From an optimization exercise on the open Yosys and OpenROAD flow, aimed at small area and a short achievable clock period; shortcuts taken in it are not production practice.
No functional check of the RTL was part of any run shown here.
Power is estimated from default activity; no workload was simulated.

### flow/design.v
module SCPU(clk, rst_n, in_valid, instruction, MEM_out, busy, out_valid, out0, out1, out2, out3, out4, out5, out6, out7, out8, out9, out10, out11, out12, out13, out14, out15, WEN, ADDR, MEM_in);
input clk, rst_n, in_valid;
input [18:0] instruction;
input [15:0] MEM_out;
output busy, out_valid, WEN;
output [12:0] ADDR;
output [15:0] MEM_in;
output reg [15:0] out0, out1, out2, out3, out4, out5, out6, out7, out8, out9, out10, out11, out12, out13, out14, out15;
assign busy = 1'b0;
wire [15:0] rdA, rdB;
wire [7:0] alo_n;
wire ac8_n;
wire [4:0] ahp1_n;
scpu_s1 u_s1(.r({out15, out14, out13, out12, out11, out10, out9, out8, out7, out6, out5, out4, out3, out2, out1, out0}), .ins(instruction), .rda(rdA), .rdb(rdB), .alo(alo_n), .ac8(ac8_n), .ahp1(ahp1_n));
reg v1, wen_r;
reg [2:0] op1;
reg [11:0] f1;
reg [15:0] A, B;
reg [7:0] alo_r;
reg ac8_r;
reg [4:0] ahp1_r;
always @(posedge clk or negedge rst_n)
  if (!rst_n) begin v1 <= 1'b0; wen_r <= 1'b1; end
  else begin v1 <= in_valid; wen_r <= ~(in_valid & (instruction[18:16] == 3'd5)); end
always @(posedge clk) begin
  op1 <= instruction[18:16];
  f1 <= instruction[11:0];
  A <= rdA;
  B <= rdB;
  alo_r <= alo_n;
  ac8_r <= ac8_n;
  ahp1_r <= ahp1_n;
end
assign WEN = wen_r;
assign ADDR = {ac8_r ? ahp1_r : A[12:8], alo_r};
assign MEM_in = B;
wire [61:0] mrow;
wire [15:0] r1_n;
wire r2b_n;
scpu_s2 u_s2(.a(A), .b(B), .op(op1), .f(f1[7:0]), .m(mrow), .r1(r1_n), .r2b(r2b_n));
reg v2, we1, we2, ld2, mul2, ov, r2b_r;
reg [3:0] d1, d2;
reg [15:0] r1_r;
reg q0_0, q0_1, q1_0, q2_0, q2_1, q3_0, q3_1, q4_0, q4_1, q5_0, q5_1, q6_0, q6_1, q7_0, q7_1, q8_0, q8_1, q9_0, q9_1, q10_0, q10_1, q11_0, q11_1, q12_0, q12_1, q13_0, q13_1, q14_0, q14_1, q15_0, q15_1, q16_0, q16_1, q17_0, q17_1, q18_0, q18_1, q19_0, q19_1, q20_0, q20_1, q21_0, q21_1, q22_0, q22_1, q23_0, q23_1, q24_0, q24_1, q25_0, q25_1, q26_0, q26_1, q27_0, q27_1, q28_0, q28_1, q29_0, q29_1, q30_0, q30_1, q31_0;
always @(posedge clk or negedge rst_n)
  if (!rst_n) begin v2 <= 1'b0; we1 <= 1'b0; we2 <= 1'b0; end
  else begin
    v2 <= v1;
    we1 <= v1 & (op1 != 3'd5);
    we2 <= v1 & ((op1 == 3'd1) | (op1 == 3'd2) | (op1 == 3'd7));
  end
always @(posedge clk) begin
  ld2 <= (op1 == 3'd6);
  mul2 <= (op1 == 3'd1);
  d1 <= ((op1 == 3'd3) | (op1 == 3'd4) | (op1 == 3'd6)) ? f1[11:8] : f1[7:4];
  d2 <= f1[3:0];
  r1_r <= r1_n;
  r2b_r <= r2b_n;
  q0_0 <= mrow[0];
  q0_1 <= mrow[1];
  q1_0 <= mrow[2];
  q2_0 <= mrow[3];
  q2_1 <= mrow[4];
  q3_0 <= mrow[5];
  q3_1 <= mrow[6];
  q4_0 <= mrow[7];
  q4_1 <= mrow[8];
  q5_0 <= mrow[9];
  q5_1 <= mrow[10];
  q6_0 <= mrow[11];
  q6_1 <= mrow[12];
  q7_0 <= mrow[13];
  q7_1 <= mrow[14];
  q8_0 <= mrow[15];
  q8_1 <= mrow[16];
  q9_0 <= mrow[17];
  q9_1 <= mrow[18];
  q10_0 <= mrow[19];
  q10_1 <= mrow[20];
  q11_0 <= mrow[21];
  q11_1 <= mrow[22];
  q12_0 <= mrow[23];
  q12_1 <= mrow[24];
  q13_0 <= mrow[25];
  q13_1 <= mrow[26];
  q14_0 <= mrow[27];
  q14_1 <= mrow[28];
  q15_0 <= mrow[29];
  q15_1 <= mrow[30];
  q16_0 <= mrow[31];
  q16_1 <= mrow[32];
  q17_0 <= mrow[33];
  q17_1 <= mrow[34];
  q18_0 <= mrow[35];
  q18_1 <= mrow[36];
  q19_0 <= mrow[37];
  q19_1 <= mrow[38];
  q20_0 <= mrow[39];
  q20_1 <= mrow[40];
  q21_0 <= mrow[41];
  q21_1 <= mrow[42];
  q22_0 <= mrow[43];
  q22_1 <= mrow[44];
  q23_0 <= mrow[45];
  q23_1 <= mrow[46];
  q24_0 <= mrow[47];
  q24_1 <= mrow[48];
  q25_0 <= mrow[49];
  q25_1 <= mrow[50];
  q26_0 <= mrow[51];
  q26_1 <= mrow[52];
  q27_0 <= mrow[53];
  q27_1 <= mrow[54];
  q28_0 <= mrow[55];
  q28_1 <= mrow[56];
  q29_0 <= mrow[57];
  q29_1 <= mrow[58];
  q30_0 <= mrow[59];
  q30_1 <= mrow[60];
  q31_0 <= mrow[61];
end
wire [255:0] nrf;
scpu_s3 u_s3(.q({q31_0, q30_1, q30_0, q29_1, q29_0, q28_1, q28_0, q27_1, q27_0, q26_1, q26_0, q25_1, q25_0, q24_1, q24_0, q23_1, q23_0, q22_1, q22_0, q21_1, q21_0, q20_1, q20_0, q19_1, q19_0, q18_1, q18_0, q17_1, q17_0, q16_1, q16_0, q15_1, q15_0, q14_1, q14_0, q13_1, q13_0, q12_1, q12_0, q11_1, q11_0, q10_1, q10_0, q9_1, q9_0, q8_1, q8_0, q7_1, q7_0, q6_1, q6_0, q5_1, q5_0, q4_1, q4_0, q3_1, q3_0, q2_1, q2_0, q1_0, q0_1, q0_0}), .r1(r1_r), .r2b(r2b_r), .mul(mul2), .ld(ld2), .we1(we1), .we2(we2), .d1(d1), .d2(d2), .mo(MEM_out), .r({out15, out14, out13, out12, out11, out10, out9, out8, out7, out6, out5, out4, out3, out2, out1, out0}), .nr(nrf));
assign out_valid = ov;
always @(posedge clk or negedge rst_n)
  if (!rst_n) begin
    ov <= 1'b0;
    out0 <= 16'd0;
    out1 <= 16'd0;
    out2 <= 16'd0;
    out3 <= 16'd0;
    out4 <= 16'd0;
    out5 <= 16'd0;
    out6 <= 16'd0;
    out7 <= 16'd0;
    out8 <= 16'd0;
    out9 <= 16'd0;
    out10 <= 16'd0;
    out11 <= 16'd0;
    out12 <= 16'd0;
    out13 <= 16'd0;
    out14 <= 16'd0;
    out15 <= 16'd0;
  end else begin
    ov <= v2;
    out0 <= nrf[15:0];
    out1 <= nrf[31:16];
    out2 <= nrf[47:32];
    out3 <= nrf[63:48];
    out4 <= nrf[79:64];
    out5 <= nrf[95:80];
    out6 <= nrf[111:96];
    out7 <= nrf[127:112];
    out8 <= nrf[143:128];
    out9 <= nrf[159:144];
    out10 <= nrf[175:160];
    out11 <= nrf[191:176];
    out12 <= nrf[207:192];
    out13 <= nrf[223:208];
    out14 <= nrf[239:224];
    out15 <= nrf[255:240];
  end
endmodule
module scpu_s1(r, ins, rda, rdb, alo, ac8, ahp1);
input [255:0] r;
input [18:0] ins;
output [15:0] rda, rdb;
output [7:0] alo;
output ac8;
output [4:0] ahp1;
wire [15:0] sa = 16'd1 << ins[15:12];
wire [15:0] sb = 16'd1 << ins[11:8];
reg [15:0] ta, tb;
integer i;
always @(*) begin
  ta = 16'd0; tb = 16'd0;
  for (i = 0; i < 16; i = i + 1) begin
    ta = ta | (r[16*i +: 16] & {16{sa[i]}});
    tb = tb | (r[16*i +: 16] & {16{sb[i]}});
  end
end
assign rda = ta;
assign rdb = tb;
assign {ac8, alo} = {1'b0, ta[7:0]} + {1'b0, ins[7:0]};
assign ahp1 = ta[12:8] + 5'd1;
endmodule
module scpu_s2(a, b, op, f, m, r1, r2b);
input [15:0] a, b;
input [2:0] op;
input [7:0] f;
output [61:0] m;
output [15:0] r1;
output r2b;
wire [16:0] bx = {b, 1'b0};
wire [16:0] ax = {a[15], a};
wire [7:0] one, two, ng, nsx;
assign one[0] = bx[1] ^ bx[0];
assign two[0] = (bx[2] & ~bx[1] & ~bx[0]) | (~bx[2] & bx[1] & bx[0]);
assign ng[0] = bx[2];
assign one[1] = bx[3] ^ bx[2];
assign two[1] = (bx[4] & ~bx[3] & ~bx[2]) | (~bx[4] & bx[3] & bx[2]);
assign ng[1] = bx[4];
assign one[2] = bx[5] ^ bx[4];
assign two[2] = (bx[6] & ~bx[5] & ~bx[4]) | (~bx[6] & bx[5] & bx[4]);
assign ng[2] = bx[6];
assign one[3] = bx[7] ^ bx[6];
assign two[3] = (bx[8] & ~bx[7] & ~bx[6]) | (~bx[8] & bx[7] & bx[6]);
assign ng[3] = bx[8];
assign one[4] = bx[9] ^ bx[8];
assign two[4] = (bx[10] & ~bx[9] & ~bx[8]) | (~bx[10] & bx[9] & bx[8]);
assign ng[4] = bx[10];
assign one[5] = bx[11] ^ bx[10];
assign two[5] = (bx[12] & ~bx[11] & ~bx[10]) | (~bx[12] & bx[11] & bx[10]);
assign ng[5] = bx[12];
assign one[6] = bx[13] ^ bx[12];
assign two[6] = (bx[14] & ~bx[13] & ~bx[12]) | (~bx[14] & bx[13] & bx[12]);
assign ng[6] = bx[14];
assign one[7] = bx[15] ^ bx[14];
assign two[7] = (bx[16] & ~bx[15] & ~bx[14]) | (~bx[16] & bx[15] & bx[14]);
assign ng[7] = bx[16];
wire [16:0] pp0 = (({17{one[0]}} & ax) | ({17{two[0]}} & {ax[15:0], 1'b0})) ^ {17{ng[0]}};
assign nsx[0] = ~pp0[16];
wire [16:0] pp1 = (({17{one[1]}} & ax) | ({17{two[1]}} & {ax[15:0], 1'b0})) ^ {17{ng[1]}};
assign nsx[1] = ~pp1[16];
wire [16:0] pp2 = (({17{one[2]}} & ax) | ({17{two[2]}} & {ax[15:0], 1'b0})) ^ {17{ng[2]}};
assign nsx[2] = ~pp2[16];
wire [16:0] pp3 = (({17{one[3]}} & ax) | ({17{two[3]}} & {ax[15:0], 1'b0})) ^ {17{ng[3]}};
assign nsx[3] = ~pp3[16];
wire [16:0] pp4 = (({17{one[4]}} & ax) | ({17{two[4]}} & {ax[15:0], 1'b0})) ^ {17{ng[4]}};
assign nsx[4] = ~pp4[16];
wire [16:0] pp5 = (({17{one[5]}} & ax) | ({17{two[5]}} & {ax[15:0], 1'b0})) ^ {17{ng[5]}};
assign nsx[5] = ~pp5[16];
wire [16:0] pp6 = (({17{one[6]}} & ax) | ({17{two[6]}} & {ax[15:0], 1'b0})) ^ {17{ng[6]}};
assign nsx[6] = ~pp6[16];
wire [16:0] pp7 = (({17{one[7]}} & ax) | ({17{two[7]}} & {ax[15:0], 1'b0})) ^ {17{ng[7]}};
assign nsx[7] = ~pp7[16];
wire mhs0, mhc0, mhs1, mhc1, mfs0, mfc0, mhs2, mhc2, mfs1, mfc1, mhs3, mhc3, mfs2, mfc2, mfs3, mfc3, mhs4, mhc4, mfs4, mfc4, mfs5, mfc5, mhs5, mhc5, mfs6, mfc6, mfs7, mfc7, mhs6, mhc6, mfs8, mfc8, mfs9, mfc9, mhs7, mhc7, mfs10, mfc10, mfs11, mfc11, mhs8, mhc8, mfs12, mfc12, mfs13, mfc13, mfs14, mfc14, mhs9, mhc9, mhs10, mhc10, mhs11, mhc11, mfs15, mfc15, mhs12, mhc12, mfs16, mfc16, mhs13, mhc13, mfs17, mfc17, mfs18, mfc18, mfs19, mfc19, mfs20, mfc20, mfs21, mfc21, mfs22, mfc22, mfs23, mfc23, mfs24, mfc24, mfs25, mfc25, mfs26, mfc26, mfs27, mfc27, mfs28, mfc28, mfs29, mfc29, mfs30, mfc30, mfs31, mfc31, mfs32, mfc32, mfs33, mfc33, mfs34, mfc34, mfs35, mfc35, mfs36, mfc36, mfs37, mfc37, mfs38, mfc38, mfs39, mfc39, mfs40, mfc40, mfs41, mfc41, mfs42, mfc42, mfs43, mfc43, mhs14, mhc14, mfs44, mfc44, mhs15, mhc15, mhs16, mhc16, mhs17, mhc17, mfs45, mfc45, mfs46, mfc46, mfs47, mfc47, mfs48, mfc48, mfs49, mfc49, mfs50, mfc50, mfs51, mfc51, mfs52, mfc52, mfs53, mfc53, mfs54, mfc54, mfs55, mfc55, mfs56, mfc56, mfs57, mfc57, mfs58, mfc58, mfs59, mfc59, mfs60, mfc60, mfs61, mfc61, mfs62, mfc62, mfs63, mfc63, mfs64, mfc64, mfs65, mfc65, mhs18, mhc18, mhs19, mhc19, mhs20, mhc20, mfs66, mfc66, mfs67, mfc67, mfs68, mfc68, mfs69, mfc69, mfs70, mfc70, mfs71, mfc71, mfs72, mfc72, mfs73, mfc73, mfs74, mfc74, mfs75, mfc75, mfs76, mfc76, mfs77, mfc77, mfs78, mfc78, mfs79, mfc79, mfs80, mfc80, mfs81, mfc81, mfs82, mfc82, mfs83, mfc83, mfs84, mfc84, mfs85, mfc85, mfs86, mfc86, mfs87, mfc87, mfs88, mfc88, mfs89, mfc89, mfs90, mfc90, mhs21, mhc21;
assign mhs0 = pp0[10] ^ pp1[8];
assign mhc0 = pp0[10] & pp1[8];
assign mhs1 = pp0[11] ^ pp1[9];
assign mhc1 = pp0[11] & pp1[9];
assign mfs0 = pp0[12] ^ pp1[10] ^ pp2[8];
assign mfc0 = (pp0[12] & pp1[10]) | (pp0[12] & pp2[8]) | (pp1[10] & pp2[8]);
assign mhs2 = pp3[6] ^ pp4[4];
assign mhc2 = pp3[6] & pp4[4];
assign mfs1 = pp0[13] ^ pp1[11] ^ pp2[9];
assign mfc1 = (pp0[13] & pp1[11]) | (pp0[13] & pp2[9]) | (pp1[11] & pp2[9]);
assign mhs3 = pp3[7] ^ pp4[5];
assign mhc3 = pp3[7] & pp4[5];
assign mfs2 = pp0[14] ^ pp1[12] ^ pp2[10];
assign mfc2 = (pp0[14] & pp1[12]) | (pp0[14] & pp2[10]) | (pp1[12] & pp2[10]);
assign mfs3 = pp3[8] ^ pp4[6] ^ pp5[4];
assign mfc3 = (pp3[8] & pp4[6]) | (pp3[8] & pp5[4]) | (pp4[6] & pp5[4]);
assign mhs4 = pp6[2] ^ pp7[0];
assign mhc4 = pp6[2] & pp7[0];
assign mfs4 = pp0[15] ^ pp1[13] ^ pp2[11];
assign mfc4 = (pp0[15] & pp1[13]) | (pp0[15] & pp2[11]) | (pp1[13] & pp2[11]);
assign mfs5 = pp3[9] ^ pp4[7] ^ pp5[5];
assign mfc5 = (pp3[9] & pp4[7]) | (pp3[9] & pp5[5]) | (pp4[7] & pp5[5]);
assign mhs5 = pp6[3] ^ pp7[1];
assign mhc5 = pp6[3] & pp7[1];
assign mfs6 = pp0[16] ^ pp1[14] ^ pp2[12];
assign mfc6 = (pp0[16] & pp1[14]) | (pp0[16] & pp2[12]) | (pp1[14] & pp2[12]);
assign mfs7 = pp3[10] ^ pp4[8] ^ pp5[6];
assign mfc7 = (pp3[10] & pp4[8]) | (pp3[10] & pp5[6]) | (pp4[8] & pp5[6]);
assign mhs6 = pp6[4] ^ pp7[2];
assign mhc6 = pp6[4] & pp7[2];
assign mfs8 = pp0[16] ^ pp1[15] ^ pp2[13];
assign mfc8 = (pp0[16] & pp1[15]) | (pp0[16] & pp2[13]) | (pp1[15] & pp2[13]);
assign mfs9 = pp3[11] ^ pp4[9] ^ pp5[7];
assign mfc9 = (pp3[11] & pp4[9]) | (pp3[11] & pp5[7]) | (pp4[9] & pp5[7]);
assign mhs7 = pp6[5] ^ pp7[3];
assign mhc7 = pp6[5] & pp7[3];
assign mfs10 = nsx[0] ^ nsx[1] ^ pp2[14];
assign mfc10 = (nsx[0] & nsx[1]) | (nsx[0] & pp2[14]) | (nsx[1] & pp2[14]);
assign mfs11 = pp3[12] ^ pp4[10] ^ pp5[8];
assign mfc11 = (pp3[12] & pp4[10]) | (pp3[12] & pp5[8]) | (pp4[10] & pp5[8]);
assign mhs8 = pp6[6] ^ pp7[4];
assign mhc8 = pp6[6] & pp7[4];
assign mfs12 = 1'b1 ^ pp2[15] ^ pp3[13];
assign mfc12 = (1'b1 & pp2[15]) | (1'b1 & pp3[13]) | (pp2[15] & pp3[13]);
assign mfs13 = pp4[11] ^ pp5[9] ^ pp6[7];
assign mfc13 = (pp4[11] & pp5[9]) | (pp4[11] & pp6[7]) | (pp5[9] & pp6[7]);
assign mfs14 = nsx[2] ^ pp3[14] ^ pp4[12];
assign mfc14 = (nsx[2] & pp3[14]) | (nsx[2] & pp4[12]) | (pp3[14] & pp4[12]);
assign mhs9 = 1'b1 ^ pp3[15];
assign mhc9 = 1'b1 & pp3[15];
assign mhs10 = pp0[6] ^ pp1[4];
assign mhc10 = pp0[6] & pp1[4];
assign mhs11 = pp0[7] ^ pp1[5];
assign mhc11 = pp0[7] & pp1[5];
assign mfs15 = pp0[8] ^ pp1[6] ^ pp2[4];
assign mfc15 = (pp0[8] & pp1[6]) | (pp0[8] & pp2[4]) | (pp1[6] & pp2[4]);
assign mhs12 = pp3[2] ^ pp4[0];
assign mhc12 = pp3[2] & pp4[0];
assign mfs16 = pp0[9] ^ pp1[7] ^ pp2[5];
assign mfc16 = (pp0[9] & pp1[7]) | (pp0[9] & pp2[5]) | (pp1[7] & pp2[5]);
assign mhs13 = pp3[3] ^ pp4[1];
assign mhc13 = pp3[3] & pp4[1];
assign mfs17 = pp2[6] ^ pp3[4] ^ pp4[2];
assign mfc17 = (pp2[6] & pp3[4]) | (pp2[6] & pp4[2]) | (pp3[4] & pp4[2]);
assign mfs18 = pp5[0] ^ ng[5] ^ mhs0;
assign mfc18 = (pp5[0] & ng[5]) | (pp5[0] & mhs0) | (ng[5] & mhs0);
assign mfs19 = pp2[7] ^ pp3[5] ^ pp4[3];
assign mfc19 = (pp2[7] & pp3[5]) | (pp2[7] & pp4[3]) | (pp3[5] & pp4[3]);
assign mfs20 = pp5[1] ^ mhc0 ^ mhs1;
assign mfc20 = (pp5[1] & mhc0) | (pp5[1] & mhs1) | (mhc0 & mhs1);
assign mfs21 = pp5[2] ^ pp6[0] ^ ng[6];
assign mfc21 = (pp5[2] & pp6[0]) | (pp5[2] & ng[6]) | (pp6[0] & ng[6]);
assign mfs22 = mhc1 ^ mfs0 ^ mhs2;
assign mfc22 = (mhc1 & mfs0) | (mhc1 & mhs2) | (mfs0 & mhs2);
assign mfs23 = pp5[3] ^ pp6[1] ^ mfc0;
assign mfc23 = (pp5[3] & pp6[1]) | (pp5[3] & mfc0) | (pp6[1] & mfc0);
assign mfs24 = mhc2 ^ mfs1 ^ mhs3;
assign mfc24 = (mhc2 & mfs1) | (mhc2 & mhs3) | (mfs1 & mhs3);
assign mfs25 = ng[7] ^ mfc1 ^ mhc3;
assign mfc25 = (ng[7] & mfc1) | (ng[7] & mhc3) | (mfc1 & mhc3);
assign mfs26 = mfs2 ^ mfs3 ^ mhs4;
assign mfc26 = (mfs2 & mfs3) | (mfs2 & mhs4) | (mfs3 & mhs4);
assign mfs27 = mfc2 ^ mfc3 ^ mhc4;
assign mfc27 = (mfc2 & mfc3) | (mfc2 & mhc4) | (mfc3 & mhc4);
assign mfs28 = mfs4 ^ mfs5 ^ mhs5;
assign mfc28 = (mfs4 & mfs5) | (mfs4 & mhs5) | (mfs5 & mhs5);
assign mfs29 = mfc4 ^ mfc5 ^ mhc5;
assign mfc29 = (mfc4 & mfc5) | (mfc4 & mhc5) | (mfc5 & mhc5);
assign mfs30 = mfs6 ^ mfs7 ^ mhs6;
assign mfc30 = (mfs6 & mfs7) | (mfs6 & mhs6) | (mfs7 & mhs6);
assign mfs31 = mfc6 ^ mfc7 ^ mhc6;
assign mfc31 = (mfc6 & mfc7) | (mfc6 & mhc6) | (mfc7 & mhc6);
assign mfs32 = mfs8 ^ mfs9 ^ mhs7;
assign mfc32 = (mfs8 & mfs9) | (mfs8 & mhs7) | (mfs9 & mhs7);
assign mfs33 = mfc8 ^ mfc9 ^ mhc7;
assign mfc33 = (mfc8 & mfc9) | (mfc8 & mhc7) | (mfc9 & mhc7);
assign mfs34 = mfs10 ^ mfs11 ^ mhs8;
assign mfc34 = (mfs10 & mfs11) | (mfs10 & mhs8) | (mfs11 & mhs8);
assign mfs35 = pp7[5] ^ mfc10 ^ mfc11;
assign mfc35 = (pp7[5] & mfc10) | (pp7[5] & mfc11) | (mfc10 & mfc11);
assign mfs36 = mhc8 ^ mfs12 ^ mfs13;
assign mfc36 = (mhc8 & mfs12) | (mhc8 & mfs13) | (mfs12 & mfs13);
assign mfs37 = pp5[10] ^ pp6[8] ^ pp7[6];
assign mfc37 = (pp5[10] & pp6[8]) | (pp5[10] & pp7[6]) | (pp6[8] & pp7[6]);
assign mfs38 = mfc12 ^ mfc13 ^ mfs14;
assign mfc38 = (mfc12 & mfc13) | (mfc12 & mfs14) | (mfc13 & mfs14);
assign mfs39 = pp4[13] ^ pp5[11] ^ pp6[9];
assign mfc39 = (pp4[13] & pp5[11]) | (pp4[13] & pp6[9]) | (pp5[11] & pp6[9]);
assign mfs40 = pp7[7] ^ mfc14 ^ mhs9;
assign mfc40 = (pp7[7] & mfc14) | (pp7[7] & mhs9) | (mfc14 & mhs9);
assign mfs41 = nsx[3] ^ pp4[14] ^ pp5[12];
assign mfc41 = (nsx[3] & pp4[14]) | (nsx[3] & pp5[12]) | (pp4[14] & pp5[12]);
assign mfs42 = pp6[10] ^ pp7[8] ^ mhc9;
assign mfc42 = (pp6[10] & pp7[8]) | (pp6[10] & mhc9) | (pp7[8] & mhc9);
assign mfs43 = 1'b1 ^ pp4[15] ^ pp5[13];
assign mfc43 = (1'b1 & pp4[15]) | (1'b1 & pp5[13]) | (pp4[15] & pp5[13]);
assign mhs14 = pp6[11] ^ pp7[9];
assign mhc14 = pp6[11] & pp7[9];
assign mfs44 = nsx[4] ^ pp5[14] ^ pp6[12];
assign mfc44 = (nsx[4] & pp5[14]) | (nsx[4] & pp6[12]) | (pp5[14] & pp6[12]);
assign mhs15 = 1'b1 ^ pp5[15];
assign mhc15 = 1'b1 & pp5[15];
assign mhs16 = pp0[4] ^ pp1[2];
assign mhc16 = pp0[4] & pp1[2];
assign mhs17 = pp0[5] ^ pp1[3];
assign mhc17 = pp0[5] & pp1[3];
assign mfs45 = pp2[2] ^ pp3[0] ^ ng[3];
assign mfc45 = (pp2[2] & pp3[0]) | (pp2[2] & ng[3]) | (pp3[0] & ng[3]);
assign mfs46 = pp2[3] ^ pp3[1] ^ mhc10;
assign mfc46 = (pp2[3] & pp3[1]) | (pp2[3] & mhc10) | (pp3[1] & mhc10);
assign mfs47 = ng[4] ^ mhc11 ^ mfs15;
assign mfc47 = (ng[4] & mhc11) | (ng[4] & mfs15) | (mhc11 & mfs15);
assign mfs48 = mfc15 ^ mhc12 ^ mfs16;
assign mfc48 = (mfc15 & mhc12) | (mfc15 & mfs16) | (mhc12 & mfs16);
assign mfs49 = mfc16 ^ mhc13 ^ mfs17;
assign mfc49 = (mfc16 & mhc13) | (mfc16 & mfs17) | (mhc13 & mfs17);
assign mfs50 = mfc17 ^ mfc18 ^ mfs19;
assign mfc50 = (mfc17 & mfc18) | (mfc17 & mfs19) | (mfc18 & mfs19);
assign mfs51 = mfc19 ^ mfc20 ^ mfs21;
assign mfc51 = (mfc19 & mfc20) | (mfc19 & mfs21) | (mfc20 & mfs21);
assign mfs52 = mfc21 ^ mfc22 ^ mfs23;
assign mfc52 = (mfc21 & mfc22) | (mfc21 & mfs23) | (mfc22 & mfs23);
assign mfs53 = mfc23 ^ mfc24 ^ mfs25;
assign mfc53 = (mfc23 & mfc24) | (mfc23 & mfs25) | (mfc24 & mfs25);
assign mfs54 = mfc25 ^ mfc26 ^ mfs27;
assign mfc54 = (mfc25 & mfc26) | (mfc25 & mfs27) | (mfc26 & mfs27);
assign mfs55 = mfc27 ^ mfc28 ^ mfs29;
assign mfc55 = (mfc27 & mfc28) | (mfc27 & mfs29) | (mfc28 & mfs29);
assign mfs56 = mfc29 ^ mfc30 ^ mfs31;
assign mfc56 = (mfc29 & mfc30) | (mfc29 & mfs31) | (mfc30 & mfs31);
assign mfs57 = mfc31 ^ mfc32 ^ mfs33;
assign mfc57 = (mfc31 & mfc32) | (mfc31 & mfs33) | (mfc32 & mfs33);
assign mfs58 = mfc33 ^ mfc34 ^ mfs35;
assign mfc58 = (mfc33 & mfc34) | (mfc33 & mfs35) | (mfc34 & mfs35);
assign mfs59 = mfc35 ^ mfc36 ^ mfs37;
assign mfc59 = (mfc35 & mfc36) | (mfc35 & mfs37) | (mfc36 & mfs37);
assign mfs60 = mfc37 ^ mfc38 ^ mfs39;
assign mfc60 = (mfc37 & mfc38) | (mfc37 & mfs39) | (mfc38 & mfs39);
assign mfs61 = mfc39 ^ mfc40 ^ mfs41;
assign mfc61 = (mfc39 & mfc40) | (mfc39 & mfs41) | (mfc40 & mfs41);
assign mfs62 = mfc41 ^ mfc42 ^ mfs43;
assign mfc62 = (mfc41 & mfc42) | (mfc41 & mfs43) | (mfc42 & mfs43);
assign mfs63 = pp7[10] ^ mfc43 ^ mhc14;
assign mfc63 = (pp7[10] & mfc43) | (pp7[10] & mhc14) | (mfc43 & mhc14);
assign mfs64 = pp6[13] ^ pp7[11] ^ mfc44;
assign mfc64 = (pp6[13] & pp7[11]) | (pp6[13] & mfc44) | (pp7[11] & mfc44);
assign mfs65 = nsx[5] ^ pp6[14] ^ pp7[12];
assign mfc65 = (nsx[5] & pp6[14]) | (nsx[5] & pp7[12]) | (pp6[14] & pp7[12]);
assign mhs18 = 1'b1 ^ pp6[15];
assign mhc18 = 1'b1 & pp6[15];
assign mhs19 = pp0[2] ^ pp1[0];
assign mhc19 = pp0[2] & pp1[0];
assign mhs20 = pp0[3] ^ pp1[1];
assign mhc20 = pp0[3] & pp1[1];
assign mfs66 = pp2[0] ^ ng[2] ^ mhs16;
assign mfc66 = (pp2[0] & ng[2]) | (pp2[0] & mhs16) | (ng[2] & mhs16);
assign mfs67 = pp2[1] ^ mhc16 ^ mhs17;
assign mfc67 = (pp2[1] & mhc16) | (pp2[1] & mhs17) | (mhc16 & mhs17);
assign mfs68 = mhs10 ^ mhc17 ^ mfs45;
assign mfc68 = (mhs10 & mhc17) | (mhs10 & mfs45) | (mhc17 & mfs45);
assign mfs69 = mhs11 ^ mfc45 ^ mfs46;
assign mfc69 = (mhs11 & mfc45) | (mhs11 & mfs46) | (mfc45 & mfs46);
assign mfs70 = mhs12 ^ mfc46 ^ mfs47;
assign mfc70 = (mhs12 & mfc46) | (mhs12 & mfs47) | (mfc46 & mfs47);
assign mfs71 = mhs13 ^ mfc47 ^ mfs48;
assign mfc71 = (mhs13 & mfc47) | (mhs13 & mfs48) | (mfc47 & mfs48);
assign mfs72 = mfs18 ^ mfc48 ^ mfs49;
assign mfc72 = (mfs18 & mfc48) | (mfs18 & mfs49) | (mfc48 & mfs49);
assign mfs73 = mfs20 ^ mfc49 ^ mfs50;
assign mfc73 = (mfs20 & mfc49) | (mfs20 & mfs50) | (mfc49 & mfs50);
assign mfs74 = mfs22 ^ mfc50 ^ mfs51;
assign mfc74 = (mfs22 & mfc50) | (mfs22 & mfs51) | (mfc50 & mfs51);
assign mfs75 = mfs24 ^ mfc51 ^ mfs52;
assign mfc75 = (mfs24 & mfc51) | (mfs24 & mfs52) | (mfc51 & mfs52);
assign mfs76 = mfs26 ^ mfc52 ^ mfs53;
assign mfc76 = (mfs26 & mfc52) | (mfs26 & mfs53) | (mfc52 & mfs53);
assign mfs77 = mfs28 ^ mfc53 ^ mfs54;
assign mfc77 = (mfs28 & mfc53) | (mfs28 & mfs54) | (mfc53 & mfs54);
assign mfs78 = mfs30 ^ mfc54 ^ mfs55;
assign mfc78 = (mfs30 & mfc54) | (mfs30 & mfs55) | (mfc54 & mfs55);
assign mfs79 = mfs32 ^ mfc55 ^ mfs56;
assign mfc79 = (mfs32 & mfc55) | (mfs32 & mfs56) | (mfc55 & mfs56);
assign mfs80 = mfs34 ^ mfc56 ^ mfs57;
assign mfc80 = (mfs34 & mfc56) | (mfs34 & mfs57) | (mfc56 & mfs57);
assign mfs81 = mfs36 ^ mfc57 ^ mfs58;
assign mfc81 = (mfs36 & mfc57) | (mfs36 & mfs58) | (mfc57 & mfs58);
assign mfs82 = mfs38 ^ mfc58 ^ mfs59;
assign mfc82 = (mfs38 & mfc58) | (mfs38 & mfs59) | (mfc58 & mfs59);
assign mfs83 = mfs40 ^ mfc59 ^ mfs60;
assign mfc83 = (mfs40 & mfc59) | (mfs40 & mfs60) | (mfc59 & mfs60);
assign mfs84 = mfs42 ^ mfc60 ^ mfs61;
assign mfc84 = (mfs42 & mfc60) | (mfs42 & mfs61) | (mfc60 & mfs61);
assign mfs85 = mhs14 ^ mfc61 ^ mfs62;
assign mfc85 = (mhs14 & mfc61) | (mhs14 & mfs62) | (mfc61 & mfs62);
assign mfs86 = mfs44 ^ mfc62 ^ mfs63;
assign mfc86 = (mfs44 & mfc62) | (mfs44 & mfs63) | (mfc62 & mfs63);
assign mfs87 = mhs15 ^ mfc63 ^ mfs64;
assign mfc87 = (mhs15 & mfc63) | (mhs15 & mfs64) | (mfc63 & mfs64);
assign mfs88 = mhc15 ^ mfc64 ^ mfs65;
assign mfc88 = (mhc15 & mfc64) | (mhc15 & mfs65) | (mfc64 & mfs65);
assign mfs89 = pp7[13] ^ mfc65 ^ mhs18;
assign mfc89 = (pp7[13] & mfc65) | (pp7[13] & mhs18) | (mfc65 & mhs18);
assign mfs90 = nsx[6] ^ pp7[14] ^ mhc18;
assign mfc90 = (nsx[6] & pp7[14]) | (nsx[6] & mhc18) | (pp7[14] & mhc18);
assign mhs21 = 1'b1 ^ pp7[15];
assign mhc21 = 1'b1 & pp7[15];
assign m = {1'b1, mhc21, nsx[7], mhs21, mfc90, mfs90, mfc89, mfs89, mfc88, mfs88, mfc87, mfs87, mfc86, mfs86, mfc85, mfs85, mfc84, mfs84, mfc83, mfs83, mfc82, mfs82, mfc81, mfs81, mfc80, mfs80, mfc79, mfs79, mfc78, mfs78, mfc77, mfs77, mfc76, mfs76, mfc75, mfs75, mfc74, mfs74, mfc73, mfs73, mfc72, mfs72, mfc71, mfs71, mfc70, mfs70, mfc69, mfs69, mfc68, mfs68, mfc67, mfs67, mfc66, mfs66, mhc20, mhs20, mhc19, mhs19, ng[1], pp0[1], ng[0], pp0[0]};
wire [3:0] func = f[3:0];
wire sub = ((op == 3'd0) & (func == 4'd4)) | (op == 3'd4);
wire [15:0] y0 = (op == 3'd0) ? b : {{8{f[7]}}, f};
wire [15:0] sum = a + (y0 ^ {16{sub}}) + {15'd0, sub};
wire eq = (a == b);
wire lt = ($signed(a) < $signed(b));
wire cmp = (op == 3'd2) ? eq : lt;
reg [15:0] t;
always @(*) begin
  t = 16'd0;
  case (op)
    3'd0: case (func)
            4'd0: t = a & b;
            4'd1: t = a | b;
            4'd2: t = a ^ b;
            4'd3, 4'd4: t = sum;
            default: t = 16'd0;
          endcase
    3'd3, 3'd4: t = sum;
    default: t = {15'd0, cmp};
  endcase
end
assign r1 = t;
assign r2b = ~cmp;
endmodule
module scpu_s3(q, r1, r2b, mul, ld, we1, we2, d1, d2, mo, r, nr);
input [61:0] q;
input [15:0] r1, mo;
input r2b, mul, ld, we1, we2;
input [3:0] d1, d2;
input [255:0] r;
output [255:0] nr;
wire q0_0 = q[0];
wire q0_1 = q[1];
wire q1_0 = q[2];
wire q2_0 = q[3];
wire q2_1 = q[4];
wire q3_0 = q[5];
wire q3_1 = q[6];
wire q4_0 = q[7];
wire q4_1 = q[8];
wire q5_0 = q[9];
wire q5_1 = q[10];
wire q6_0 = q[11];
wire q6_1 = q[12];
wire q7_0 = q[13];
wire q7_1 = q[14];
wire q8_0 = q[15];
wire q8_1 = q[16];
wire q9_0 = q[17];
wire q9_1 = q[18];
wire q10_0 = q[19];
wire q10_1 = q[20];
wire q11_0 = q[21];
wire q11_1 = q[22];
wire q12_0 = q[23];
wire q12_1 = q[24];
wire q13_0 = q[25];
wire q13_1 = q[26];
wire q14_0 = q[27];
wire q14_1 = q[28];
wire q15_0 = q[29];
wire q15_1 = q[30];
wire q16_0 = q[31];
wire q16_1 = q[32];
wire q17_0 = q[33];
wire q17_1 = q[34];
wire q18_0 = q[35];
wire q18_1 = q[36];
wire q19_0 = q[37];
wire q19_1 = q[38];
wire q20_0 = q[39];
wire q20_1 = q[40];
wire q21_0 = q[41];
wire q21_1 = q[42];
wire q22_0 = q[43];
wire q22_1 = q[44];
wire q23_0 = q[45];
wire q23_1 = q[46];
wire q24_0 = q[47];
wire q24_1 = q[48];
wire q25_0 = q[49];
wire q25_1 = q[50];
wire q26_0 = q[51];
wire q26_1 = q[52];
wire q27_0 = q[53];
wire q27_1 = q[54];
wire q28_0 = q[55];
wire q28_1 = q[56];
wire q29_0 = q[57];
wire q29_1 = q[58];
wire q30_0 = q[59];
wire q30_1 = q[60];
wire q31_0 = q[61];
wire [31:0] fs = {q31_0, q30_0, q29_0, q28_0, q27_0, q26_0, q25_0, q24_0, q23_0, q22_0, q21_0, q20_0, q19_0, q18_0, q17_0, q16_0, q15_0, q14_0, q13_0, q12_0, q11_0, q10_0, q9_0, q8_0, q7_0, q6_0, q5_0, q4_0, q3_0, q2_0, q1_0, q0_0};
wire [31:0] fc = {1'b0, q30_1, q29_1, q28_1, q27_1, q26_1, q25_1, q24_1, q23_1, q22_1, q21_1, q20_1, q19_1, q18_1, q17_1, q16_1, q15_1, q14_1, q13_1, q12_1, q11_1, q10_1, q9_1, q8_1, q7_1, q6_1, q5_1, q4_1, q3_1, q2_1, 1'b0, q0_1};
wire [31:0] p = fs + fc;
wire [15:0] x1 = ld ? mo : r1;
wire [15:0] w1 = mul ? p[31:16] : x1;
wire [15:0] w2 = mul ? p[15:0] : {15'd0, r2b};
genvar g;
generate for (g = 0; g < 16; g = g + 1) begin : wb
  assign nr[16*g +: 16] = (we2 && d2 == g) ? w2 : (we1 && d1 == g) ? w1 : r[16*g +: 16];
end endgenerate
endmodule
### flow/flow/run.sh
#!/bin/bash
set -euo pipefail
bash standard.sh "BUFFER_PORTS_ARGS=-buffer_cell sky130_fd_sc_hd__buf_1" finish > standard.log 2>&1
### flow/standard.sh
#!/bin/bash
# synth_recipe.tcl (not shown) runs the flow's synth.tcl, then flattens the netlist and writes it again
# the make line also repeats each setting of config.mk as NAME=value (left out here)
make -C /OpenROAD-flow-scripts/flow DESIGN_CONFIG=/design/flow/config.mk WORK_HOME=/design/flow/orfs CLKGATE_MAP_FILE= SYNTH_SCRIPT=/design/flow/synth_recipe.tcl "${@:-finish}"
### flow/config.mk
export PLATFORM = sky130hd
export DESIGN_NAME = SCPU
export DESIGN_NICKNAME = SCPU
export VERILOG_FILES = /design/flow/design.v
export SDC_FILE = /design/flow/constraint.sdc
export NUM_CORES = 8
export LEC_CHECK = 0
export ABC_AREA = 1
export CAP_MARGIN = 20
export CORE_MARGIN = 2
export CORE_UTILIZATION = 40
export SETUP_SLACK_MARGIN = 5
export SLEW_MARGIN = 20
### flow/constraint.sdc
create_clock -name core_clock -period 8.0 [get_ports {clk}]
set_input_delay 1.6000 -clock core_clock [delete_from_list [all_inputs] [get_ports {clk}]]
set_output_delay 1.6000 -clock core_clock [all_outputs]
set_load 0.01 [all_outputs]
==> results of run 1 <==
placed cells by master, fill, tap and decap left out, types with 28 or more instances in the layout:
master       n
buf_6       40
buf_4      189
xor2_1     118
fa_2        49
buf_1      305
nand2_1    910
nor2_1     396
dfrtp_1    232
o21ai_0    127
a21oi_1    179
nand3_1     94
a221oi_1    48
inv_2       34
ha_1       115
clkbuf_16   53
inv_1      459
dfrtp_2     29
dfxtp_1    118
o22ai_1    235
nand2_2     34
fa_1        38
o22ai_2     28
report_power, final:
group	internal, mW	switching, mW
clock network	1.37	0.972
registers	3.29	1.84
logic	5.70	9.07
critical path, delay by kind of cell:
family,cells,cell delay [ns]
fa+ha+maj,1,0.28
compound gates,2,0.25
buf+inv,6,0.82
simple gates,8,1.04
per-layer routing:
metal	up-vias	share of wire, %	track usage, %
li1	13700	-	-
met1	15500	35	51.0
met5	-	0.023	0
met4	6	10	34.2
met3	745	11	11.0
met2	2463	44	68.3
through the flow:
| step | instances | instance area (µm²) |
|---|---|---|
| 6_report | 5345 | 36600 |
| 3_5_place_dp | 5027 | 31000 |
| 3_3_place_gp | 5027 | 31000 |
| 4_1_cts | 5281 | 35400 |
| 5_1_grt | 5339 | 36600 |
| 2_1_floorplan | 3884 | 29200 |
final cells by class:
cell class | instances | area share [%]
inverter | 549 | 6.31
timing repair buffer | 586 | 10.5
sequential | 411 | 26.4
antenna | 6 | 0.0411
clock buffer | 72 | 4.01
clock inverter | 17 | 0.520
timing repair inverter | 1 | 0.0137
tap | 940 | 3.22
multi-input combinational | 2763 | 48.9
timing repair:
item / CTS / global route
endpoints found under the setup margin: 130 / 182
pin swaps: 92 / 97
gates resized for setup: 327 / 184
setup buffers: 160 / 55
cloned: 5 / 0
worst paths after layout:
check	from	endpoint	slack, ns	cells after the start
setup / recovery	instruction[15]	alo_r[6]	4.52	17
hold / removal	v2	ov	0.35	0
setup reg to reg	B[3]	q18_1	4.59	13
hold reg to reg	v2	ov	0.35	0
max in group asynchronous	rst_n	out10[9]	5.37	3
min in group asynchronous	rst_n	out1[6]	0.92	1
kinds of logic (layout without fill, tap and decap cells):
kind of cell               after synthesis  in the layout  synth area share [%]
and+or+nand+nor                       1605           1606                  22.8
xor gates and xnor gates               149            149                  4.60
other                                    1              7                0.0132
buffers and inverters                  711           1225                  9.98
adders and majority gates              209            209                  11.5
DFF                                    411            411                  33.6
muxes                                    3              3                 0.110
AOI/OAI and AO/OA                      795            795                  17.3
==> reports/summary.txt, run 1 <==
CP peak stage delay = 0.41 ns
die height = 270 µm
vias in the first global route = 30300
via count = 32400
io pins = 326
WP data required = 8.51 ns
total power = 22.2 mW
CTS Root Cell = clkbuf_16
crit-path cells = buf_16, inv_12, nand3_4, clkinvlp_4, buf_4, nand2_1, o211ai_1, nor4_2, nand4_1, buf_4, ha_4, nand2_1, a21oi_2, nor2_1, nor2_1, buf_4, nor2_1
DRC = 0
All-Layer GR Usage = 43.6%
fin crit period = 3.48 ns
cell taking the most area after synthesis = dfrtp_1
width of the die = 270 µm
Leak Pwr = 16.6 nW
EDFF count, synth = 0
CTS tree = built
global placer's final weighted congestion = 1.09
Final Hold Fails = 0
Sum Neg Setup Slack = 0 ns
remaining global-route overflow = 0
largest net degree at the start of global routing = 148
status = no timing/DRC/antenna violations
list of most frequent post-synthesis cells = nand2_1 (953), inv_1 (516), nor2_1 (415), o22ai_1 (284), dfrtp_1 (261)
Post-Syn Area = 28400 µm²
drt wl/cell = 31.0 µm
# hold bufs at CTS = 0
# H-tree levels = 2
PD cells = 608 nW/µm²
fraction of registers with async set/reset = 63.7%
Startpoint Class = input pin
DRT antenna net count = 0
CTS clock-pin slew for the worst setup and hold paths = 0.06 ns
core footprint = 70100 µm²
initial DRC count = 4127
Crit. End Element = flop
drt pass-1 iters = 8
max-slew violations = 0
P&R area growth vs syn = 28.9%
most instantiated library cell after synthesis = nand2_1
# clock sinks = 411
RSZ-0062 raised after global routing = true
kind of critical path = in -> reg
layout cells sized above 1 = 18.5%
final core utilization = 52.1%
register area = 9670 µm²
# rows = 97
hold_ws = 0.348 ns
Max-slew headroom = 17.6%
register area share after synthesis = 33.6%
drt total wl = 166000 µm
fillers = 6888
Avg Inst Size Synth = 7.30 µm²
clock buffer count from CTS = 48
first-pass GRT wire length = 228000 µm
final count of negative-setup-slack endpoints = 0
CP Data Arrival Time = 3.99 ns
clock latency (worst-skew pair) = 0.64 ns
initial antenna violation count = 7
worst vdd ir = 0.805 mV
synth warn = 3
# Max-Cap Violations = 0
top_reg_cell synth = dfrtp_1
fmax = 287 MHz
Die ar. = 73100 µm²
Synth top area share = 23.0%
critical path's slowest cell = nor4_2
Post-Place Worst Slack = 2.72 ns
CTS Buffer Depth = 3
Least-Margin Pin Slew = 1.24 ns
hpwl dp = 124000 µm
Final WS setup = 4.52 ns
Vias per Instance = 6.06
Worst Hold Class = reg -> reg
Starting Density = 40.4%
Area contributors post-synth = dfrtp_1 (23%), nand2_1 (13%), dfxtp_1 (11%)
synth unique cells = 53
final cycle utilization of the critical path = 43.5%
Post-Syn Instances = 3884
Nets = 4607
net count after synthesis = 4131
CP max FO = 8
Clock Skews = 0.0446 ns
area of the multi-input gates = 17900 µm²
flops & latches, synth = 411
PortBufs = 324
==> run 2: changes to the inputs <==
--- a/flow/config.mk
+++ b/flow/config.mk
@@ -13 +13,3 @@
 export SLEW_MARGIN = 20
+export SYNTH_HIERARCHICAL = 1
+export SYNTH_MINIMUM_KEEP_SIZE = 0
==> reports/summary.txt, run 2 <==
cell taking the most area after synthesis = dfrtp_1 (unchanged)
fraction of registers with async set/reset = 63.6% (was 63.7%)
Clock Skews = 0.0219 ns (was 0.0446 ns)
register area = 9670 µm² (unchanged)
# rows = 103 (was 97)
clock latency (worst-skew pair) = 0.61 ns (was 0.64 ns)
Post-Syn Area = 31600 µm² (was 28400 µm²)
synth warn = 9 (was 3)
EDFF count, synth = 0 (unchanged)
critical path's slowest cell = fa_1 (was nor4_2)
commonest non-fill, non-tap cells in the layout = nand2_1 (1358), nor2_1 (632), inv_1 (342) (was nand2_1 (910), inv_1 (459), nor2_1 (396))
met2 wire len = 66300 µm (was 72600 µm)
Crit. End Element = flop (unchanged)
WL met3 = 15400 µm (was 18000 µm)
drt wl/cell = 24.5 µm (was 31.0 µm)
critical path endpoint = q17_1 (was alo_r[6])
CTS clock-pin slew for the worst setup and hold paths = 0.06 ns (about the same)
Post-Syn Instances = 4648 (was 3884)
register area share after synthesis = 30.3% (was 33.6%)
kind of critical path = reg -> reg (was in -> reg)
vias in the first global route = 32000 (was 30300)
drt total wl = 148000 µm (was 166000 µm)
Least-Margin Pin Slew = 1.16 ns (was 1.24 ns)
Synth top area share = 20.7% (was 23.0%)
# H-tree levels = 2 (unchanged)
RSZ-0062 raised after global routing = true (unchanged)
Crit path depth = 12 (was 17)
core footprint = 78600 µm² (was 70100 µm²)
Leak Pwr = 17.8 nW (was 16.6 nW)
hpwl dp = 108000 µm (was 124000 µm)
worst vdd ir = 0.448 mV (was 0.805 mV)
Max Used Layer = met5 (unchanged)
CP max FO = 4 (was 8)
fillers = 7839 (was 6888)
clock buffer count from CTS = 49 (was 48)
Avg Inst Size Synth = 6.79 µm² (was 7.30 µm²)
io pins = 326 (unchanged)
area of the multi-input gates = 20300 µm² (was 17900 µm²)
status = no timing/DRC/antenna violations (unchanged)
layout cells sized above 1 = 16.6% (was 18.5%)
max-slew violations = 0 (unchanged)
remaining global-route overflow = 0 (unchanged)
P&R area growth vs syn = 22.2% (was 28.9%)
total power = 20.4 mW (was 22.2 mW)
width of the die = 285 µm (was 270 µm)
R2R setup slack = 4.64 ns (was 4.59 ns)
Vias per Instance = 5.71 (was 6.06)
Die ar. = 81200 µm² (was 73100 µm²)
wl on met1 = 57900 µm (was 58400 µm)
largest net degree at the start of global routing = 115 (was 148)
die height = 285 µm (was 270 µm)
CTS tree = built (unchanged)
PD cells = 529 nW/µm² (was 608 nW/µm²)
DRC = 0 (unchanged)
most instantiated library cell after synthesis = nand2_1 (unchanged)
# clock sinks = 412 (was 411)
Critical path origin = B[5] (was instruction[15])
WP data required = 8.54 ns (was 8.51 ns)
flops & latches, synth = 412 (was 411)
via count = 34600 (was 32400)
Buf/Inv on CP = 5 (was 6)
most common cell after layout, fill and taps aside = nand2_1 (unchanged)
Area contributors post-synth = dfrtp_1 (21%), nand2_1 (17%), dfxtp_1 (9.5%) (was dfrtp_1 (23%), nand2_1 (13%), dfxtp_1 (11%))
All-Layer GR Usage = 35.2% (was 43.6%)
R2R cell count = 12 (was 13)
initial antenna violation count = 4 (was 7)
fmax = 298 MHz (was 287 MHz)
CTS Buffer Depth = 3 (unchanged)
CTS Root Cell = clkbuf_16 (unchanged)
Startpoint Class = flop (was input pin)
Max-slew headroom = 22.3% (was 17.6%)
Critical R2R Capture = q17_1 (was q18_1)
Top delay family on crit path = adder cells (was simple AND/OR/NAND/NOR gates)
crit-path cells = clkinvlp_4, buf_6, o21ai_4, clkbuf_16, o22ai_4, xor2_2, fa_2, inv_2, fa_1, fa_1, inv_2, fa_2 (was buf_16, inv_12, nand3_4, clkinvlp_4, buf_4, nand2_1, o211ai_1, nor4_2, nand4_1, buf_4, ha_4, nand2_1, a21oi_2, nor2_1, nor2_1, buf_4, nor2_1)
CP peak stage delay = 0.56 ns (was 0.41 ns)
fin crit period = 3.36 ns (was 3.48 ns)
Starting Density = 40.2% (was 40.4%)
Worst Hold Class = reg -> reg (unchanged)
initial DRC count = 4042 (was 4127)
RR Startpoint = B[5] (was B[3])
top_reg_cell synth = dfrtp_1 (unchanged)
DRT antenna net count = 0 (unchanged)
# Max-Cap Violations = 0 (unchanged)
# hold bufs at CTS = 0 (unchanged)
drt pass-1 iters = 6 (was 8)
list of most frequent post-synthesis cells = nand2_1 (1390), nor2_1 (674), inv_1 (393), nand3_1 (341), dfrtp_1 (261) (was nand2_1 (953), inv_1 (516), nor2_1 (415), o22ai_1 (284), dfrtp_1 (261))
PortBufs = 324 (unchanged)
final count of negative-setup-slack endpoints = 0 (unchanged)
net count after synthesis = 4898 (was 4131)
Nets = 5224 (was 4607)
final cycle utilization of the critical path = 42.0% (was 43.5%)
CP Data Arrival Time = 3.90 ns (was 3.99 ns)
first-pass GRT wire length = 215000 µm (was 228000 µm)
Final Hold Fails = 0 (unchanged)
synth unique cells = 60 (was 53)
global placer's final weighted congestion = 1.02 (was 1.09)
Sum Neg Setup Slack = 0 ns (unchanged)
## run 2: worst min path at each step
| stage | from | to | slack (ns) | cells past startpoint |
|---|---|---|---|---|
| global route | v2 | ov | 0.37 | 0 |
| finish | v2 | ov | 0.35 | 0 |
| CTS | v2 | ov | 0.35 | 0 |
| detailed placement | v2 | ov | 0.33 | 0 |
| floorplan | v2 | ov | 0.33 | 0 |
| global placement | v2 | ov | 0.33 | 0 |
## run 2: what timing repair did
| item | CTS | global route |
|---|---|---|
| pin swaps | 69 | 98 |
| gates cloned | 7 | 2 |
| setup endpoints to repair | 120 | 103 |
| hold endpoints to repair | 0 | 0 |
| resized for setup | 286 | 142 |
| setup buffers | 145 | 35 |
## run 2: metrics by stage
step | cell area (µm²) | hold WS (ns) | instances | setup WS (ns) | utilization [%]
after floorplan | 32200 | 0.331 | 4648 | 4.31 | -
after global placement | 33500 | 0.334 | 5784 | 2.63 | 42.6
after detailed placement | 33500 | 0.335 | 5784 | 2.59 | 42.6
after CTS | 37700 | 0.350 | 6027 | 4.72 | 47.9
after global routing | 38600 | 0.372 | 6064 | 4.56 | 49.1
final | 38600 | 0.349 | 6065 | 4.64 | 49.1
## run 2: cell type report
type / count / area share [%]
clock inverters: 20 / 0.726
flip-flops and latches: 412 / 25.1
multi-input cells: 3495 / 52.5
repair buffers: 575 / 9.61
diodes: 1 / 0.00649
well taps: 1050 / 3.40
repair inverters: 2 / 0.0357
clock buffers: 71 / 3.71
inverters: 439 / 4.94
## run 2: cell families (layout without fill, tap and decap cells)
family	after synthesis	after routing	synth area share (%)
fa+ha+maj	212	212	10.5
other cells	2	3	0.0238
compound gates	520	520	9.94
flops	412	412	30.3
mux	1	1	0.0317
buf+inv	743	1107	10.4
simple gates	2602	2604	34.5
xor+xnor	156	156	4.33
## run 2: per-module statistics from Yosys, one instance, submodules excluded
module   flip-flops and latches  copies in the design
scpu_s3                       0                     1
scpu_s1                       0                     1
SCPU                        412                     1
scpu_s2                       0                     1
## run 2: worst reg2reg max path, cell delays in order, from the launching register on
cell	delay (ns)
dfxtp_4	0.41
clkinvlp_4	0.12
buf_6	0.13
o21ai_4	0.20
clkbuf_16	0.21
o22ai_4	0.07
xor2_2	0.17
fa_2	0.40
inv_2	0.06
fa_1	0.42
fa_1	0.56
inv_2	0.04
fa_2	0.51
## run 2: metal layers
metal | vias to the layer above | track usage, %
met3 | 478 | 6.88
met5 | - | 0
met2 | 2222 | 55.6
met1 | 16500 | 46.2
li1 | 15500 | -
met4 | 4 | 16.9
## run 2: power breakdown
part / switching, mW / internal [mW]
clock network: 1.00 / 1.44
registers: 1.72 / 3.22
logic: 7.98 / 5.05
total: 10.7 / 9.71
==> run 3: changes to the inputs <==
--- a/flow/design.v
+++ b/flow/design.v
@@ -10,6 +10,6 @@
 wire [15:0] rdA, rdB;
-wire [7:0] alo_n;
-wire ac8_n;
+wire [3:0] s0_n, s10_n, s11_n;
+wire c4_n, c80_n, c81_n;
 wire [4:0] ahp1_n;
-scpu_s1 u_s1(.r({out15, out14, out13, out12, out11, out10, out9, out8, out7, out6, out5, out4, out3, out2, out1, out0}), .ins(instruction), .rda(rdA), .rdb(rdB), .alo(alo_n), .ac8(ac8_n), .ahp1(ahp1_n));
+scpu_s1 u_s1(.r({out15, out14, out13, out12, out11, out10, out9, out8, out7, out6, out5, out4, out3, out2, out1, out0}), .ins(instruction), .rda(rdA), .rdb(rdB), .s0(s0_n), .c4(c4_n), .s10(s10_n), .c80(c80_n), .s11(s11_n), .c81(c81_n), .ahp1(ahp1_n));
 reg v1, wen_r;
@@ -18,4 +18,4 @@
 reg [15:0] A, B;
-reg [7:0] alo_r;
-reg ac8_r;
+reg [3:0] s0_r, s10_r, s11_r;
+reg c4_r, c80_r, c81_r;
 reg [4:0] ahp1_r;
@@ -29,4 +29,4 @@
   B <= rdB;
-  alo_r <= alo_n;
-  ac8_r <= ac8_n;
+  s0_r <= s0_n; s10_r <= s10_n; s11_r <= s11_n;
+  c4_r <= c4_n; c80_r <= c80_n; c81_r <= c81_n;
   ahp1_r <= ahp1_n;
@@ -34,3 +34,4 @@
 assign WEN = wen_r;
-assign ADDR = {ac8_r ? ahp1_r : A[12:8], alo_r};
+wire c8 = c80_r | (c4_r & c81_r);
+assign ADDR = {c8 ? ahp1_r : A[12:8], c4_r ? s11_r : s10_r, s0_r};
 assign MEM_in = B;
@@ -163,3 +164,3 @@
 endmodule
-module scpu_s1(r, ins, rda, rdb, alo, ac8, ahp1);
+module scpu_s1(r, ins, rda, rdb, s0, c4, s10, c80, s11, c81, ahp1);
 input [255:0] r;
@@ -167,4 +168,4 @@
 output [15:0] rda, rdb;
-output [7:0] alo;
-output ac8;
+output [3:0] s0, s10, s11;
+output c4, c80, c81;
 output [4:0] ahp1;
@@ -183,3 +184,5 @@
 assign rdb = tb;
-assign {ac8, alo} = {1'b0, ta[7:0]} + {1'b0, ins[7:0]};
+assign {c4, s0} = {1'b0, ta[3:0]} + {1'b0, ins[3:0]};
+assign {c80, s10} = {1'b0, ta[7:4]} + {1'b0, ins[7:4]};
+assign {c81, s11} = {1'b0, ta[7:4]} + {1'b0, ins[7:4]} + 5'd1;
 assign ahp1 = ta[12:8] + 5'd1;
--- a/flow/config.mk
+++ b/flow/config.mk
@@ -13,3 +13 @@
 export SLEW_MARGIN = 20
-export SYNTH_HIERARCHICAL = 1
-export SYNTH_MINIMUM_KEEP_SIZE = 0
==> reports/summary.txt, run 3 <==
most common cell after layout, fill and taps aside = nand2_1 (unchanged)
RR Startpoint = B[8] (was B[5])
Synth Area in Adders = 11.4% (was 10.5%)
final cycle utilization of the critical path = 42.8% (was 42.0%)
Clock Skews = 0.0409 ns (was 0.0219 ns)
CTS Root Cell = clkbuf_16 (unchanged)
net count after synthesis = 4255 (was 4898)
critical path endpoint = c81_r (was q17_1)
Leak Pwr = 16.8 nW (was 17.8 nW)
Post-Syn Area = 29000 µm² (was 31600 µm²)
fin crit period = 3.42 ns (was 3.36 ns)
largest net degree at the start of global routing = 146 (was 115)
top_reg_cell synth = dfrtp_1 (unchanged)
flops & latches, synth = 417 (was 412)
list of most frequent post-synthesis cells = nand2_1 (1011), inv_1 (547), nor2_1 (428), o22ai_1 (283), dfrtp_1 (261) (was nand2_1 (1390), nor2_1 (674), inv_1 (393), nand3_1 (341), dfrtp_1 (261))
initial antenna violation count = 3 (was 4)
Avg Inst Size Synth = 7.23 µm² (was 6.79 µm²)
Post-Syn Instances = 4006 (was 4648)
CP max FO = 10 (was 4)
Nets = 4713 (was 5224)
commonest non-fill, non-tap cells in the layout = nand2_1 (973), inv_1 (490), nor2_1 (414) (was nand2_1 (1358), nor2_1 (632), inv_1 (342))
final core utilization = 51.6% (was 49.1%)
status = no timing/DRC/antenna violations (unchanged)
cell taking the most area after synthesis = dfrtp_1 (unchanged)
hpwl dp = 113000 µm (was 108000 µm)
io pins = 326 (unchanged)
drt total wl = 152000 µm (was 148000 µm)
Final Hold Fails = 0 (unchanged)
post-synthesis mux area share = 0.263% (was 0.0317%)
Starting Density = 40.5% (was 40.2%)
most instantiated library cell after synthesis = nand2_1 (unchanged)
Synth top area share = 22.5% (was 20.7%)
max-slew violations = 0 (unchanged)
Vias per Instance = 5.88 (was 5.71)
worst vdd ir = 0.995 mV (was 0.448 mV)
DRC = 0 (unchanged)
final count of negative-setup-slack endpoints = 0 (unchanged)
Critical path origin = instruction[12] (was B[5])
remaining global-route overflow = 0 (unchanged)
vias in the first global route = 30100 (was 32000)
drt pass-1 iters = 6 (unchanged)
initial DRC count = 3752 (was 4042)
Least-Margin Pin Slew = 1.20 ns (was 1.16 ns)
area share of xor/xnor cells in the synthesized design = 4.56% (was 4.33%)
CTS tree = built (unchanged)
core footprint = 71600 µm² (was 78600 µm²)
CP peak stage delay = 0.43 ns (was 0.56 ns)
drt wl/cell = 27.8 µm (was 24.5 µm)
All-Layer GR Usage = 39.3% (was 35.2%)
via count = 32100 (was 34600)
width of the die = 273 µm (was 285 µm)
# H-tree levels = 2 (unchanged)
Crit. End Element = flop (unchanged)
CP Data Arrival Time = 3.92 ns (was 3.90 ns)
placed insts = 5166 (was 5784)
WP data required = 8.50 ns (was 8.54 ns)
fmax = 292 MHz (was 298 MHz)
# clock sinks = 417 (was 412)
die height = 273 µm (was 285 µm)
Sum Neg Setup Slack = 0 ns (unchanged)
DRT antenna net count = 0 (unchanged)
Area contributors post-synth = dfrtp_1 (23%), nand2_1 (13%), dfxtp_1 (11%) (was dfrtp_1 (21%), nand2_1 (17%), dfxtp_1 (9.5%))
R2R setup slack = 4.60 ns (was 4.64 ns)
CTS clock-pin slew for the worst setup and hold paths = 0.06 ns (about the same)
synth unique cells = 59 (was 60)
# Max-Cap Violations = 0 (unchanged)
PortBufs = 324 (unchanged)
fraction of registers with async set/reset = 62.8% (was 63.6%)
clock latency (worst-skew pair) = 0.64 ns (was 0.61 ns)
most numerous cell on the critical path = inv_2
Post-Layout Cell Count = 5454 (was 6065)
P&R area growth vs syn = 27.4% (was 22.2%)
crit-path cells = buf_12, clkinv_8, nor2_4, buf_6, nand3_4, inv_4, a221oi_2, nand4_1, ha_2, inv_2, fa_2, inv_2, ha_4, nand3_2, xnor2_1 (was clkinvlp_4, buf_6, o21ai_4, clkbuf_16, o22ai_4, xor2_2, fa_2, inv_2, fa_1, fa_1, inv_2, fa_2)
PD cells = 583 nW/µm² (was 529 nW/µm²)
simple-gate share of the synthesized area = 23.9% (was 34.5%)
largest family of logic cells by synthesized area = simple AND/OR/NAND/NOR gates (unchanged)
R2R cell count = 12 (unchanged)
layout cells sized above 1 = 18.3% (was 16.6%)
Startpoint Class = input pin (was flop)
register area share after synthesis = 33.3% (was 30.3%)
synth warn = 3 (was 9)
# rows = 98 (was 103)
CTS Buffer Depth = 3 (unchanged)
kind of critical path = in -> reg (was reg -> reg)
global placer's final weighted congestion = 1.06 (was 1.02)
total power = 21.5 mW (was 20.4 mW)
hold_ws = 0.361 ns (was 0.349 ns)
Synth Area in Compound Gates = 16.2% (was 9.94%)
Max-slew headroom = 20.1% (was 22.3%)
RSZ-0062 raised after global routing = true (unchanged)
first-pass GRT wire length = 213000 µm (was 215000 µm)
EDFF count, synth = 0 (unchanged)
Critical R2R Capture = q21_1 (was q17_1)
critical path's slowest cell = fa_2 (was fa_1)
Worst Hold Class = reg -> reg (unchanged)
clock buffer count from CTS = 49 (unchanged)
Die ar. = 74600 µm² (was 81200 µm²)
run 3: cell count changes after synthesis, sizes merged, moves of 9 or more:
cell,delta
a21oi,+73
a221oi,+26
buf,-108
clkbuf,-39
inv,+156
nand2,-395
nand3,-242
nand4,-49
nor2,-243
nor4,+9
o22ai,+136
run 3: layer usage:
metal | vias up | track usage (%) | share of wire [%]
met5 | - | 0 | 0.0086
met4 | 2 | 23.5 | 7.7
met3 | 597 | 7.64 | 9.9
met2 | 2126 | 63.3 | 45
met1 | 15400 | 48.8 | 37
li1 | 14000 | - | -
run 3: layout make-up:
| type | count | area, µm² |
|---|---|---|
| multi-input combinational | 2835 | 18200 |
| inverter | 599 | 2550 |
| timing repair buffer | 561 | 3580 |
| antenna | 1 | 2.50 |
| timing repair inverter | 1 | 5.00 |
| sequential | 417 | 9760 |
| fill | 7117 | 34700 |
| clock inverter | 16 | 185 |
| tap | 950 | 1190 |
| clock buffer | 74 | 1480 |
run 3: worst min path at each step:
stage / start / endpoint / slack (ns) / depth (start not counted)
floorplan: v2 / ov / 0.33 / 0
global placement: v2 / ov / 0.34 / 0
detailed placement: v2 / ov / 0.35 / 0
CTS: v2 / ov / 0.36 / 0
global route: v2 / ov / 0.38 / 0
finish: v2 / ov / 0.36 / 0
run 3: cell families (layout without fill, tap and decap cells):
logic type      after synthesis  in the layout
compound gates              765            767
xor+xnor                    151            151
fa+ha+maj                   211            211
buf+inv                     756           1251
flops                       417            417
mux                           7              7
other cells                   1              2
simple gates               1698           1698
run 3: report_power, final:
part           leakage [nW]  internal [mW]  switching (mW)  total, mW
Combinational          11.4           5.47            8.71       14.2
Sequential             4.57           3.33            1.65       4.98
Clock                 0.814           1.38            1.00       2.38
Total                  16.8           10.2            11.4       21.5
run 3: metrics by stage:
| step | setup slack, ns | cell area, µm² |
|---|---|---|
| floorplan | 4.31 | 29700 |
| global placement | 2.73 | 31600 |
| detailed placement | 2.65 | 31600 |
| CTS | 4.68 | 35700 |
| global route | 4.55 | 36900 |
| finish | 4.58 | 36900 |
run 3: worst max-delay path, delay by kind of cell:
family                   cells  cell delay (ns)
adder cells (fa/ha/maj)      3             0.85
AO/OA/AOI/OAI                1             0.29
XOR/XNOR                     1             0.13
AND/OR/NAND/NOR              4             0.48
buffers and inverters        6             0.55
run 3: repair_timing:
item | CTS | global route
setup buffers | 139 | 55
pin swaps | 102 | 66
setup endpoints to repair | 187 | 196
gates cloned | 3 | 0
resized for setup | 326 | 201
hold buffers | 0 | 0

==> port drivers added, routing unchanged <==
The results above use ideal ports. As a check the final layouts listed here were re-extracted and re-timed, cells and wires unchanged. Step 1 (the two cells are an assumption about what drives the block):
set clk [get_ports {clk}]
set_driving_cell -lib_cell sky130_fd_sc_hd__clkbuf_16 $clk
set_driving_cell -lib_cell sky130_fd_sc_hd__buf_2 [delete_from_list [all_inputs] $clk]
Step 2 moves the port delays by t, midway between the first and last clock arrival at a register: inputs arrive t later, outputs are due t later. That takes back most of the time a late clock gives input paths. Slacks: ideal ports / drivers / drivers and shift; pairs: ideal ports / drivers.
run	t, ns	setup WS [ns]	worst setup path after step 2	clock arrival spread, ns	worst slew at a driven data input, ns
run 1	0.682	4.522 / 4.448 / 3.766	input to register	0.045 / 0.044	0.14
run 2	0.675	4.642 / 4.626 / 3.951	input to register	0.022 / 0.023	0.10
run 3	0.685	4.577 / 4.524 / 3.839	input to register	0.041 / 0.041	0.14
After both steps every run listed still meets setup and hold. For run 1, which loses most, drivers alone change the setup slack by -0.074 ns; drivers and shift together by -0.756 ns.
